Background: an optimization exercise with open tools, aiming at small area, a short achievable clock period and few clock cycles. Do not read the settings as production practice.
In this exercise RTL edits were held to simulation tests only and were not proved equivalent to the original.
Power and IR drop assume default switching activity.

Setup of run 1:
==> flow/design.v (excerpt) <==
module conv_pool (clk, rst, in_valid, in_ready, in_w, in_x0, in_x1, in_x2, in_x3,
                  in_bias, in_last, out_valid, out_z);
Size: roughly 4200 cells after synthesis, roughly 560 flip-flops, roughly 240 I/O pins, ~40000 sq um of cells after synthesis.
clock: 11.0 ns
lec_check: 0
cap_margin: 70
core_margin: 2
core_utilization: 40
place_density: 0.65
slew_margin: 70
buffer_ports_args: -buffer_cell sky130_fd_sc_hd__buf_2
standard.sh (not shown) runs the stock make flow with config.mk's settings and CLKGATE_MAP_FILE= SYNTH_SCRIPT=/design/flow/synth_recipe.tcl, a recipe that flattens the netlist after the stock synthesis.
==> flow/flow/run.sh <==
#!/bin/bash
# Layout flow: the standard flow (standard.sh), with one change: the
# buffers that buffer_ports puts on every input and output port are buf_2
# cells instead of ORFS's default pick, the delay buffer clkdlybuf4s50_1.
set -euo pipefail
echo 'export BUFFER_PORTS_ARGS = -buffer_cell sky130_fd_sc_hd__buf_2' >> config.mk
bash standard.sh > standard.log 2>&1
Run 1: done, clean on timing, DRC and antenna
Testbench counts of run 1, summed over its fixed seeds: cycles 17,796.
Relative to run 1, the following input files were edited for run 2:
Settings: swapping 70 for 75 in CAP_MARGIN; swapping 70 for 75 in SLEW_MARGIN; swapping 0.65 for 0.75 in PLACE_DENSITY.
[summary]
Run 2 and run 1 ended up with roughly the same multi-input combinational area share. Run 2 vs. run 1: highest fanout seen on the critical path higher, clock skew went down, total instance count after detailed placement comparable, register-to-register setup slack now sits higher, part of the power in combinational logic increased by 0.5 points relative to the old numbers. Against run 1, run 2 reports a final core utilization that is higher. Every run (run 2 and run 1) finished clean. [run 2] highest clock rate rose 0.0056 GHz relative to run 1. | time the final worst path needs with I/O delays and setup | higher: run 1 |. Wire length per cell, run 2 vs run 1: down slightly.
## Diff of input files: run 3 against run 2
Settings: CAP_MARGIN changed from 75 to 70; SLEW_MARGIN changed from 75 to 70.
==> run notes <==
Between run 3 and run 2, it is run 3 whose via count is lower, by about 0.7%. The higher number of clock buffers in the layout came out of run 2. The lower routed length on met1 of run 2 and run 3 is in run 3. Comparing run 2 and run 3, the lower setup clock skew after layout is on run 2. Taking run 2 as the reference, in run 3 clock network power share has decreased; global-route wire length before repair held; aggregate routed wire length moved down. Taking run 2 as the reference point, the finished layout cell area of run 3 falls by about 1.3%. Looking at buffering overhead across run 2 and run 3, the one that comes out lower is run 3. Run 3 vs run 2, worst slack at placement went up by 0.021 ns.

--- another note on this design; it stands on its own ---

==> inputs of run a <==
Design conv_pool, start of the top module:
module conv_pool (clk, rst, in_valid, in_ready, in_w, in_x0, in_x1, in_x2, in_x3,
                  in_bias, in_last, out_valid, out_z);
   input clk;
   input rst;
   input in_valid;
   output in_ready;
   input [33:0] in_w;
   input [33:0] in_x0;
   input [33:0] in_x1;
   input [33:0] in_x2;
   input [33:0] in_x3;
   input [33:0] in_bias;
   input in_last;
   output reg out_valid;
   output [33:0] out_z;
   reg [1:0] slot;      
   reg [1:0] step;      
   reg bph;             
   reg lastr;           
   reg newvec;          
   wire adv = in_valid && (step == slot);
   reg rdy;
   assign in_ready = rdy;
   wire [1:0] slotN = slot + 2'd1;
   wire [1:0] stepN = adv ? step + 2'd1 : step;
   wire toBias = adv && (step == 2'd3) && !bph && lastr;
   wire accept = adv && (step == 2'd3) && (bph || !lastr);
   wire bphN = toBias ? 1'b1 : (accept ? 1'b0 : bph);
   wire lastrN = (adv && step == 2'd0 && !bph) ? in_last : lastr;
   always @(posedge clk) begin
      lastr <= lastrN;
      if (rst) begin
         slot <= 2'd0;
         step <= 2'd0;
         bph <= 1'b0;
         newvec <= 1'b1;
         rdy <= 1'b0;
      end else begin
         slot <= slotN;
         step <= stepN;
         bph <= bphN;
         if (accept)
            newvec <= bph;
         rdy <= (slotN == 2'd3) && (stepN == 2'd3) && (bphN || !lastrN);
      end
   end
   reg [33:0] xsel;
   always @(*) begin
      case (slot)
         2'd0: xsel = in_x0;
         2'd1: xsel = in_x1;
         2'd2: xsel = in_x2;
         default: xsel = in_x3;
      endcase
   end
   wire [33:0] xin = bph ? in_bias : xsel;
   wire [11:0] bneg, bone, btwo;
  ...
==> flow/config.mk <==
export PLATFORM = sky130hd
export DESIGN_NAME = conv_pool
export DESIGN_NICKNAME = conv_pool
export VERILOG_FILES = /design/flow/design.v
export SDC_FILE = /design/flow/constraint.sdc
export NUM_CORES = 4
export LEC_CHECK = 0
export CAP_MARGIN = 70
export CORE_MARGIN = 2
export CORE_UTILIZATION = 40
export CTS_BUF_LIST = sky130_fd_sc_hd__clkbuf_4 sky130_fd_sc_hd__clkbuf_8
export CTS_CLUSTER_SIZE = 40
export PLACE_DENSITY = 0.75
export SLEW_MARGIN = 70
==> flow/constraint.sdc <==
create_clock -name core_clock -period 11.0 [get_ports {clk}]
set_input_delay 2.2000 -clock core_clock [delete_from_list [all_inputs] [get_ports {clk}]]
set_output_delay 2.2000 -clock core_clock [all_outputs]
set_load 0.01 [all_outputs]
run.sh (not shown) runs the stock make flow with config.mk's settings and CLKGATE_MAP_FILE= SYNTH_SCRIPT=/design/flow/synth_recipe.tcl, a recipe that flattens the netlist after the stock synthesis.
==> inputs of run b, as changes to run a <==
CTS_BUF_LIST = not set   (was sky130_fd_sc_hd__clkbuf_4 sky130_fd_sc_hd__clkbuf_8)
CTS_CLUSTER_SIZE = not set   (was 40)
==> run notes <==
quantity                                                                run a       run b
Number of antenna violations at the first check in global routing           1           0
Fraction of power spent switching nets                                  0.473       0.470
Final cycle utilization of the critical path                            0.369       0.367
Starting DRT DRC Count                                                   3074        3128
Share of power burned in registers                                      0.219       0.217
Total internal power                                                  8.89 mW     9.05 mW
Worst hold-check slack                                               0.319 ns    0.319 ns
Static Leakage                                                        19.4 nW     19.3 nW
Run status                                   no timing/DRC/antenna violations  no timing/DRC/antenna violations
Routing usage on met1                                                   0.264       0.267
Ratio of total power to cell area                                  370 mW/mm²  373 mW/mm²
Power attributed to the clock group                                   1.99 mW     2.13 mW
Routed length on met3                                                 8.55 mm     9.22 mm
Testbench counts of run a, summed over its fixed seeds: cycles 17,796.
Testbench counts of run b, summed over its fixed seeds: cycles 17,796.

## port drivers added, routing unchanged
Ports are ideal in the flow. The routed layouts listed here were re-timed in OpenROAD. Step 1: set_driving_cell puts a clkbuf_16 on clk and a buf_2 on each other input, an assumption about the parent block. Step 2 also shifts input and output timing later by t, the mid clock arrival at the registers, as if the neighbouring blocks saw the same clock. Three values: ideal, step 1, step 2; two values: the first two.
| run | shift t [ns] | setup WS [ns] | worst setup path at the end | clock arrival spread, ns |
|---|---|---|---|---|
| run 1 | 0.699 | 7.028 / 7.028 / 7.028 | register to register | 0.029 / 0.028 |
| run 2 | 0.704 | 7.115 / 7.115 / 7.115 | register to register | 0.023 / 0.023 |
| run 3 | 0.694 | 7.035 / 7.035 / 7.035 | register to register | 0.027 / 0.027 |
| run a | 0.784 | 6.938 / 6.938 / 6.938 | register to register | 0.063 / 0.063 |
| run b | 0.710 | 6.961 / 6.961 / 6.961 | register to register | 0.032 / 0.032 |
After both steps setup and hold are still met in every run listed.
